This is an optimization exercise on Yosys and OpenROAD, whose aim is small area and a short achievable clock period, not a production implementation.
Only simulation tests tie the RTL to the original design; equivalence was not proved.
Power figures rest on the tool's default switching activity, not on a simulated workload.

== job 1403 ==
## DSP
module DSP (a,b,c,d,clk,rst_n,p);
    parameter OPERATION = "ADD" ;
    input [17:0] a,b,d;
    input [47:0] c;
    input clk,rst_n;
    output reg [47:0] p;
    wire [19:0] ax = {2'b00, a};
    reg [8:0] bo, bt, bn;
    reg bz;
    reg [17:0] s1;
    wire [17:0] s0;
    ks18 u_pre (.a(b), .b(d), .s(s0));
    reg [115:0] x;
    wire [115:0] xe = x;
    reg [47:0] r0;
    reg [47:8] r1;
    reg rc;
    wire [47:0] cd = {c[47:36] - 12'd1, c[35:0]};
    wire [115:0] xn;
    wire [8:0] nn = ~bn;
    wire [18:0] sx = {1'b0, s1};
    wire [18:0] sy = {s1, 1'b0};
    wire [17:0] pz = {18{bz}} & s1;
    wire [18:0] pp0 = (({19{bo[0]}} & sx) | ({19{bt[0]}} & sy)) ^ {19{bn[0]}};
    wire [18:0] pp1 = (({19{bo[1]}} & sx) | ({19{bt[1]}} & sy)) ^ {19{bn[1]}};
    wire [18:0] pp2 = (({19{bo[2]}} & sx) | ({19{bt[2]}} & sy)) ^ {19{bn[2]}};
    wire [18:0] pp3 = (({19{bo[3]}} & sx) | ({19{bt[3]}} & sy)) ^ {19{bn[3]}};
    wire [18:0] pp4 = (({19{bo[4]}} & sx) | ({19{bt[4]}} & sy)) ^ {19{bn[4]}};
    wire [18:0] pp5 = (({19{bo[5]}} & sx) | ({19{bt[5]}} & sy)) ^ {19{bn[5]}};
    wire [18:0] pp6 = (({19{bo[6]}} & sx) | ({19{bt[6]}} & sy)) ^ {19{bn[6]}};
    wire [18:0] pp7 = (({19{bo[7]}} & sx) | ({19{bt[7]}} & sy)) ^ {19{bn[7]}};
    wire [18:0] pp8 = (({19{bo[8]}} & sx) | ({19{bt[8]}} & sy)) ^ {19{bn[8]}};
    wire hs1, hk1;
    wire fs1, fk1;
    wire hs2, hk2;
    wire fs2, fk2;
    wire fs3, fk3;
    wire fs4, fk4;
    wire hs3, hk3;
    wire fs5, fk5;
  ...
clock: 7.0 ns
lec_check: 0
cap_margin: 20
core_margin: 2
core_utilization: 60
cts_buf_list: sky130_fd_sc_hd__clkbuf_8
cts_cluster_diameter: 60
cts_cluster_size: 16
setup_slack_margin: 4.45
slew_margin: 20
synth_hierarchical: 1
synth_minimum_keep_size: 0
standard.sh (not shown) runs the stock make flow with config.mk's settings and CLKGATE_MAP_FILE= SYNTH_SCRIPT=/design/flow/synth_recipe.tcl, a recipe that flattens the netlist after the stock synthesis.
==> flow/flow/run.sh <==
#!/bin/bash
# Standard ORFS layout (the standard.sh, unchanged synthesis), except:
# - the input and output ports are buffered with a plain buf_1 instead of the
#   delay-type buffer that buffer_ports picks by default;
# - clock tree synthesis inserts no dummy load cells.
set -euo pipefail
bash standard.sh \
  "BUFFER_PORTS_ARGS=-buffer_cell sky130_fd_sc_hd__buf_1" \
  "CTS_ARGS=-sink_clustering_enable -repair_clock_nets -sink_clustering_size 16 -sink_clustering_max_diameter 60 -buf_list sky130_fd_sc_hd__clkbuf_8 -dont_use_dummy_load" \
  finish > orfs_make.log 2>&1
[inputs] job 1163 vs job 1403
Settings: SETUP_SLACK_MARGIN now 4.6, was 4.45.
Findings:
Job 1403 → job 1163: number of ordinary and repair buffers in the finished layout went up; internal power of the cells went up; sequential cell count did not really move; clock-pin slew on the worst setup and hold paths did not really move. [job 1163] fraction of layout cells with a size suffix above 1 rose 5.6 points relative to job 1403. Going from job 1403 to job 1163, final cell count without fillers grows by 0.46%.
--- input diff job 1163..job 5523 ---
Settings: swapping 4.6 for 4.5 in SETUP_SLACK_MARGIN.
--- a/flow/flow/run.sh
+++ b/flow/flow/run.sh
@@ -8,3 +8,3 @@
   "BUFFER_PORTS_ARGS=-buffer_cell sky130_fd_sc_hd__buf_1" \
-  "CTS_ARGS=-sink_clustering_enable -repair_clock_nets -sink_clustering_size 16 -sink_clustering_max_diameter 60 -buf_list sky130_fd_sc_hd__clkbuf_8 -dont_use_dummy_load" \
+  "CTS_ARGS=-sink_clustering_enable -repair_clock_nets -sink_clustering_size 16 -sink_clustering_max_diameter 60 -buf_list {sky130_fd_sc_hd__clkbuf_8 sky130_fd_sc_hd__clkbuf_16} -root_buf sky130_fd_sc_hd__clkbuf_16 -dont_use_dummy_load" \
   finish > orfs_make.log 2>&1
Diff job 1163 -> job 5523: sum of net half-perimeters after detailed placement went up; final worst slack went up; area growth from synthesis to layout did not really move.
Row count of cells along the worst register-to-register path: job 5523 lower / job 1163 higher
Inputs modified between job 5523 and job 4042:
Settings: TNS_END_PERCENT: unset -> 50.
--- a/flow/flow/run.sh
+++ b/flow/flow/run.sh
@@ -8,3 +8,3 @@
   "BUFFER_PORTS_ARGS=-buffer_cell sky130_fd_sc_hd__buf_1" \
-  "CTS_ARGS=-sink_clustering_enable -repair_clock_nets -sink_clustering_size 16 -sink_clustering_max_diameter 60 -buf_list {sky130_fd_sc_hd__clkbuf_8 sky130_fd_sc_hd__clkbuf_16} -root_buf sky130_fd_sc_hd__clkbuf_16 -dont_use_dummy_load" \
+  "CTS_ARGS=-sink_clustering_enable -repair_clock_nets -sink_clustering_size 16 -sink_clustering_max_diameter 60 -buf_list sky130_fd_sc_hd__clkbuf_8 -dont_use_dummy_load" \
   finish > orfs_make.log 2>&1
[summary]
Global-route wire length before repair (job 4042 over job 5523): increase, 500 um. When job 4042 is measured against job 5523, its final worst setup slack turns out 0.039 ns lower. Compared with job 5523, in job 4042 logic depth of the worst setup path including buffers down 3, ratio of cells with drive above 1 in the final layout down 1.1 points, final clock period utilization by the worst path up 0.56 points, layout overhead on the synthesized area down 2.2 points, total detailed-routing wirelength flat. In terms of total number of vias, job 5523 and job 4042 differ only marginally.

* * *

Another version of the RTL of DSP (not shown whole).
Size in the first run: about 1500 cells after synthesis, about 290 flip-flops, ~150 I/O pins, ~18000 um^2 of cells after synthesis.
Settings: LEC_CHECK=0, CAP_MARGIN=20, CORE_MARGIN=2, CORE_UTILIZATION=60, CTS_BUF_LIST=sky130_fd_sc_hd__clkbuf_8, CTS_CLUSTER_DIAMETER=60, CTS_CLUSTER_SIZE=16, SETUP_SLACK_MARGIN=4.55, SLEW_MARGIN=20, SYNTH_HIERARCHICAL=1, SYNTH_MINIMUM_KEEP_SIZE=0; clock period 7.0 ns.
==> flow/flow/run.sh <==
#!/bin/bash
# Standard ORFS layout (the standard.sh, unchanged synthesis), except:
# - the input and output ports are buffered with a plain buf_1 instead of the
#   delay-type buffer that buffer_ports picks by default;
# - clock tree synthesis inserts no dummy load cells.
set -euo pipefail
bash standard.sh \
  "BUFFER_PORTS_ARGS=-buffer_cell sky130_fd_sc_hd__buf_1" \
  "CTS_ARGS=-sink_clustering_enable -repair_clock_nets -sink_clustering_size 16 -sink_clustering_max_diameter 60 -buf_list sky130_fd_sc_hd__clkbuf_8 -dont_use_dummy_load" \
  finish > orfs_make.log 2>&1
Next try:
CORE_UTILIZATION = 50   (was 60)
SETUP_SLACK_MARGIN = 4.5   (was 4.55)
The changed run went through all stages and came out clean.
Area after synthesis stays the same.
Clock-buffer cell count grows by 4.
Power barely changes.
Next try:
CORE_UTILIZATION = 60   (was 50)
PLACE_DENSITY = 0.75   (was not set)
The changed run finished clean.
Power fell by 0.50%.
Wire length shrinks by about 6%.
Setup slack gets better by 14 ps.
Non-clock buffer count is higher by 5.
Next try:
--- a/flow/flow/run.sh
+++ b/flow/flow/run.sh
@@ -8,3 +8,3 @@
   "BUFFER_PORTS_ARGS=-buffer_cell sky130_fd_sc_hd__buf_1" \
-  "CTS_ARGS=-sink_clustering_enable -repair_clock_nets -sink_clustering_size 16 -sink_clustering_max_diameter 60 -buf_list sky130_fd_sc_hd__clkbuf_8 -dont_use_dummy_load" \
+  "CTS_ARGS=-sink_clustering_enable -repair_clock_nets -sink_clustering_size 30 -sink_clustering_max_diameter 80 -buf_list sky130_fd_sc_hd__clkbuf_16 -dont_use_dummy_load" \
   finish > orfs_make.log 2>&1
CTS_BUF_LIST = sky130_fd_sc_hd__clkbuf_16   (was sky130_fd_sc_hd__clkbuf_8)
CTS_CLUSTER_DIAMETER = 80   (was 60)
CTS_CLUSTER_SIZE = 30   (was 16)
PLACE_DENSITY = not set   (was 0.75)
=>
- worst setup slack got worse by 9.2 ps
- power increases by 0.51%
- die area is unchanged
- count of clock-buffer cells in the layout decreases by 10
- clock power increases by about 8%
- wire length increases by 2.6%
- register-to-register slack improved by 90 ps
- maximum frequency decreases by about 0.36%
- design area barely changes
- area after synthesis does not change

* * *

== wip/xenon ==
DSP with an RTL version that a note above also has.
Size: roughly 1500 cells after synthesis, ~290 flip-flops.
clock: 7.0 ns
lec_check: 0
cap_margin: 20
core_margin: 2
core_utilization: 60
cts_buf_list: sky130_fd_sc_hd__clkbuf_8
cts_cluster_diameter: 60
cts_cluster_size: 16
setup_slack_margin: 4.5
slew_margin: 20
synth_hierarchical: 1
synth_minimum_keep_size: 0
==> flow/flow/run.sh <==
#!/bin/bash
# Standard ORFS layout (the standard.sh, unchanged synthesis), except:
# - the input and output ports are buffered with a plain buf_1 instead of the
#   delay-type buffer that buffer_ports picks by default;
# - clock tree synthesis inserts no dummy load cells.
set -euo pipefail
bash standard.sh \
  "BUFFER_PORTS_ARGS=-buffer_cell sky130_fd_sc_hd__buf_1" \
  "CTS_ARGS=-sink_clustering_enable -repair_clock_nets -sink_clustering_size 16 -sink_clustering_max_diameter 60 -buf_list sky130_fd_sc_hd__clkbuf_8 -root_buf sky130_fd_sc_hd__clkbuf_16 -dont_use_dummy_load" \
  finish > orfs_make.log 2>&1
wip/xenon went all the way through synthesis, placement and routing and the layout is clean on timing, DRC and antenna.
diff inputs: wip/xenon => wip/violet
--- a/flow/flow/run.sh
+++ b/flow/flow/run.sh
@@ -8,3 +8,3 @@
   "BUFFER_PORTS_ARGS=-buffer_cell sky130_fd_sc_hd__buf_1" \
-  "CTS_ARGS=-sink_clustering_enable -repair_clock_nets -sink_clustering_size 16 -sink_clustering_max_diameter 60 -buf_list sky130_fd_sc_hd__clkbuf_8 -root_buf sky130_fd_sc_hd__clkbuf_16 -dont_use_dummy_load" \
+  "CTS_ARGS=-sink_clustering_enable -repair_clock_nets -sink_clustering_size 16 -sink_clustering_max_diameter 60 -buf_list sky130_fd_sc_hd__clkbuf_8 -dont_use_dummy_load" \
   finish > orfs_make.log 2>&1
Notes after the runs:
wip/violet: done, clean on timing, DRC and antenna. Vias after detailed routing: wip/violet vs wip/xenon, no meaningful difference. wip/violet has less setup slack than wip/xenon. Wire length of the first global-routing pass across wip/xenon and wip/violet: no real change.
### wip/violet -> wip/quartz
--- a/flow/config.mk
+++ b/flow/config.mk
@@ -13,2 +13,3 @@
 export CTS_CLUSTER_SIZE = 16
+export GPL_ROUTABILITY_DRIVEN = 0
 export SETUP_SLACK_MARGIN = 4.5
## What came out
On vias after detailed routing, wip/quartz tracks wip/violet almost exactly.
Compared with wip/violet, wip/quartz shows share of power burned in registers higher by 0.3 points.
On final cell utilization of the core, wip/quartz and wip/violet are basically level.
Looking at switching share of total power across wip/quartz and wip/violet, the one that comes out higher is wip/violet.
In terms of critical path depth, wip/violet and wip/quartz differ only marginally.
Flip-flop and latch count of wip/violet is on par with wip/quartz.
Compared wip/violet against wip/quartz; final cell count within noise.
wip/quartz against wip/violet; power is down slightly.
Final area across wip/quartz and wip/violet: no real change.
Worst supply voltage drop on vdd delta for wip/quartz relative to wip/violet: 17% higher
Looking at start point of the critical path, the p[32] result is from wip/quartz; the p[2] one comes from wip/violet.
Changes in wip/lagoon relative to wip/quartz:
--- a/flow/flow/run.sh
+++ b/flow/flow/run.sh
@@ -8,3 +8,3 @@
   "BUFFER_PORTS_ARGS=-buffer_cell sky130_fd_sc_hd__buf_1" \
-  "CTS_ARGS=-sink_clustering_enable -repair_clock_nets -sink_clustering_size 16 -sink_clustering_max_diameter 60 -buf_list sky130_fd_sc_hd__clkbuf_8 -dont_use_dummy_load" \
+  "CTS_ARGS=-sink_clustering_enable -repair_clock_nets -sink_clustering_size 12 -sink_clustering_max_diameter 60 -buf_list sky130_fd_sc_hd__clkbuf_8 -dont_use_dummy_load" \
   finish > orfs_make.log 2>&1
--- a/flow/config.mk
+++ b/flow/config.mk
@@ -12,4 +12,3 @@
 export CTS_CLUSTER_DIAMETER = 60
-export CTS_CLUSTER_SIZE = 16
-export GPL_ROUTABILITY_DRIVEN = 0
+export CTS_CLUSTER_SIZE = 12
 export SETUP_SLACK_MARGIN = 4.5
Findings:
Summary — post-placement worst setup slack, wip/lagoon relative to wip/quartz: lower, by 14 ps. Lower layout net count goes to wip/quartz over wip/lagoon. [diff] worst relative slew slack, wip/lagoon relative to wip/quartz: improvement. [compare] base=wip/quartz new=wip/lagoon: switching power of the nets rose 2.2%; maximum frequency from static timing analysis saw little to no change; wire length has increased; global-route usage picked up an extra 0.15 points; number of vias in the routed layout grew by 55. Cell area | wip/lagoon vs wip/quartz | wip/lagoon larger. In terms of final clock period utilization by the worst path, wip/quartz and wip/lagoon differ only marginally.
Setup changes, wip/lagoon to wip/harbor
--- a/flow/flow/run.sh
+++ b/flow/flow/run.sh
@@ -8,3 +8,3 @@
   "BUFFER_PORTS_ARGS=-buffer_cell sky130_fd_sc_hd__buf_1" \
-  "CTS_ARGS=-sink_clustering_enable -repair_clock_nets -sink_clustering_size 12 -sink_clustering_max_diameter 60 -buf_list sky130_fd_sc_hd__clkbuf_8 -dont_use_dummy_load" \
+  "CTS_ARGS=-sink_clustering_enable -repair_clock_nets -sink_clustering_size 20 -sink_clustering_max_diameter 60 -buf_list sky130_fd_sc_hd__clkbuf_8 -dont_use_dummy_load" \
   finish > orfs_make.log 2>&1
--- a/flow/config.mk
+++ b/flow/config.mk
@@ -12,3 +12,3 @@
 export CTS_CLUSTER_DIAMETER = 60
-export CTS_CLUSTER_SIZE = 12
+export CTS_CLUSTER_SIZE = 20
 export SETUP_SLACK_MARGIN = 4.5
## What came out
wip/harbor reports a higher fraction of power consumed by combinational cells than wip/lagoon does.
The core of wip/harbor is less densely filled than that of wip/lagoon.
Violation count after the first detailed-route iteration (wip/harbor / wip/lagoon): 1.13
On met1 layer usage reported by global route, the lower figure sits with wip/harbor, not wip/lagoon.
Re critical path depth: no difference whatsoever between wip/harbor and wip/lagoon.
Relative to wip/harbor, the following input files were edited for wip/cedar:
--- a/flow/flow/run.sh
+++ b/flow/flow/run.sh
@@ -8,3 +8,3 @@
   "BUFFER_PORTS_ARGS=-buffer_cell sky130_fd_sc_hd__buf_1" \
-  "CTS_ARGS=-sink_clustering_enable -repair_clock_nets -sink_clustering_size 20 -sink_clustering_max_diameter 60 -buf_list sky130_fd_sc_hd__clkbuf_8 -dont_use_dummy_load" \
+  "CTS_ARGS=-sink_clustering_enable -repair_clock_nets -sink_clustering_size 16 -sink_clustering_max_diameter 60 -buf_list {sky130_fd_sc_hd__clkbuf_8 sky130_fd_sc_hd__clkbuf_16} -root_buf sky130_fd_sc_hd__clkbuf_16 -dont_use_dummy_load" \
   finish > orfs_make.log 2>&1
--- a/flow/config.mk
+++ b/flow/config.mk
@@ -12,4 +12,4 @@
 export CTS_CLUSTER_DIAMETER = 60
-export CTS_CLUSTER_SIZE = 20
-export SETUP_SLACK_MARGIN = 4.5
+export CTS_CLUSTER_SIZE = 16
+export SETUP_SLACK_MARGIN = 4.6
 export SLEW_MARGIN = 20
==> comparison <==
- In wip/cedar the share of cells above drive strength 1 turned out 4.0 points higher than in wip/harbor.
- Routed wire length: wip/harbor vs wip/cedar — no meaningful difference
- Pin slew with the least headroom to its limit, wip/harbor and wip/cedar, higher one = wip/harbor.
- Side by side, detailed placer's ending HPWL turned out lower in wip/cedar than in wip/harbor.
- Looking at arrival time at the worst endpoint, wip/cedar sits 1820 ps above wip/harbor.
- Run comparison: wip/harbor kind of critical path reg2out; wip/cedar kind of critical path in2reg

[port drivers added, routing unchanged]
No port has a modelled driver above. Below, the same layouts with a new extraction and two added sets of constraints.
Step 1, drivers: a clkbuf_16 drives clk and a buf_2 each remaining input, both assumed.
Step 2 also shifts input and output timing later by t, the mid clock arrival at the registers, as if the neighbouring blocks saw the same clock.
a / b / c = ideal ports / drivers / drivers and shift; a / b = the first two.
run | t (ns) | setup slack, ns | worst setup path after step 2 | slew at the worst register clock pin (ns) | cell pins on the clock port's net
job 1403 | 0.599 | 4.497 / 4.457 / 3.929 | input to register | 0.10 / 0.10 | 1
job 1163 | 0.595 | 4.481 / 4.459 / 3.900 | input to register | 0.10 / 0.10 | 1
job 5523 | 0.565 | 4.545 / 4.514 / 3.999 | input to register | 0.07 / 0.07 | 1
job 4042 | 0.590 | 4.506 / 4.456 / 3.975 | input to register | 0.10 / 0.10 | 1
the first run of note 2 | 0.601 | 4.472 / 4.466 / 3.899 | input to register | 0.10 / 0.10 | 1
the second run of note 2 | 0.639 | 4.432 / 4.418 / 3.880 | input to register | 0.10 / 0.10 | 1
the third run of note 2 | 0.607 | 4.446 / 4.446 / 3.905 | input to register | 0.10 / 0.10 | 1
the fourth run of note 2 | 0.539 | 4.437 / 4.468 / 3.929 | input to register | 0.11 / 0.11 | 1
wip/xenon | 0.532 | 4.524 / 4.532 / 4.019 | input to register | 0.10 / 0.10 | 1
wip/violet | 0.597 | 4.507 / 4.460 / 3.937 | input to register | 0.10 / 0.10 | 1
wip/quartz | 0.581 | 4.503 / 4.457 / 3.953 | input to register | 0.10 / 0.10 | 1
wip/lagoon | 0.607 | 4.510 / 4.462 / 3.926 | input to register | 0.08 / 0.08 | 1
wip/harbor | 0.604 | 4.501 / 4.453 / 3.932 | input to register | 0.11 / 0.11 | 1
wip/cedar | 0.564 | 4.509 / 4.505 / 3.962 | input to register | 0.07 / 0.07 | 1
After both steps setup and hold are still met in every run listed. The setup slack of wip/lagoon, which loses most, moves by -0.048 ns with the drivers and by -0.584 ns with both steps.
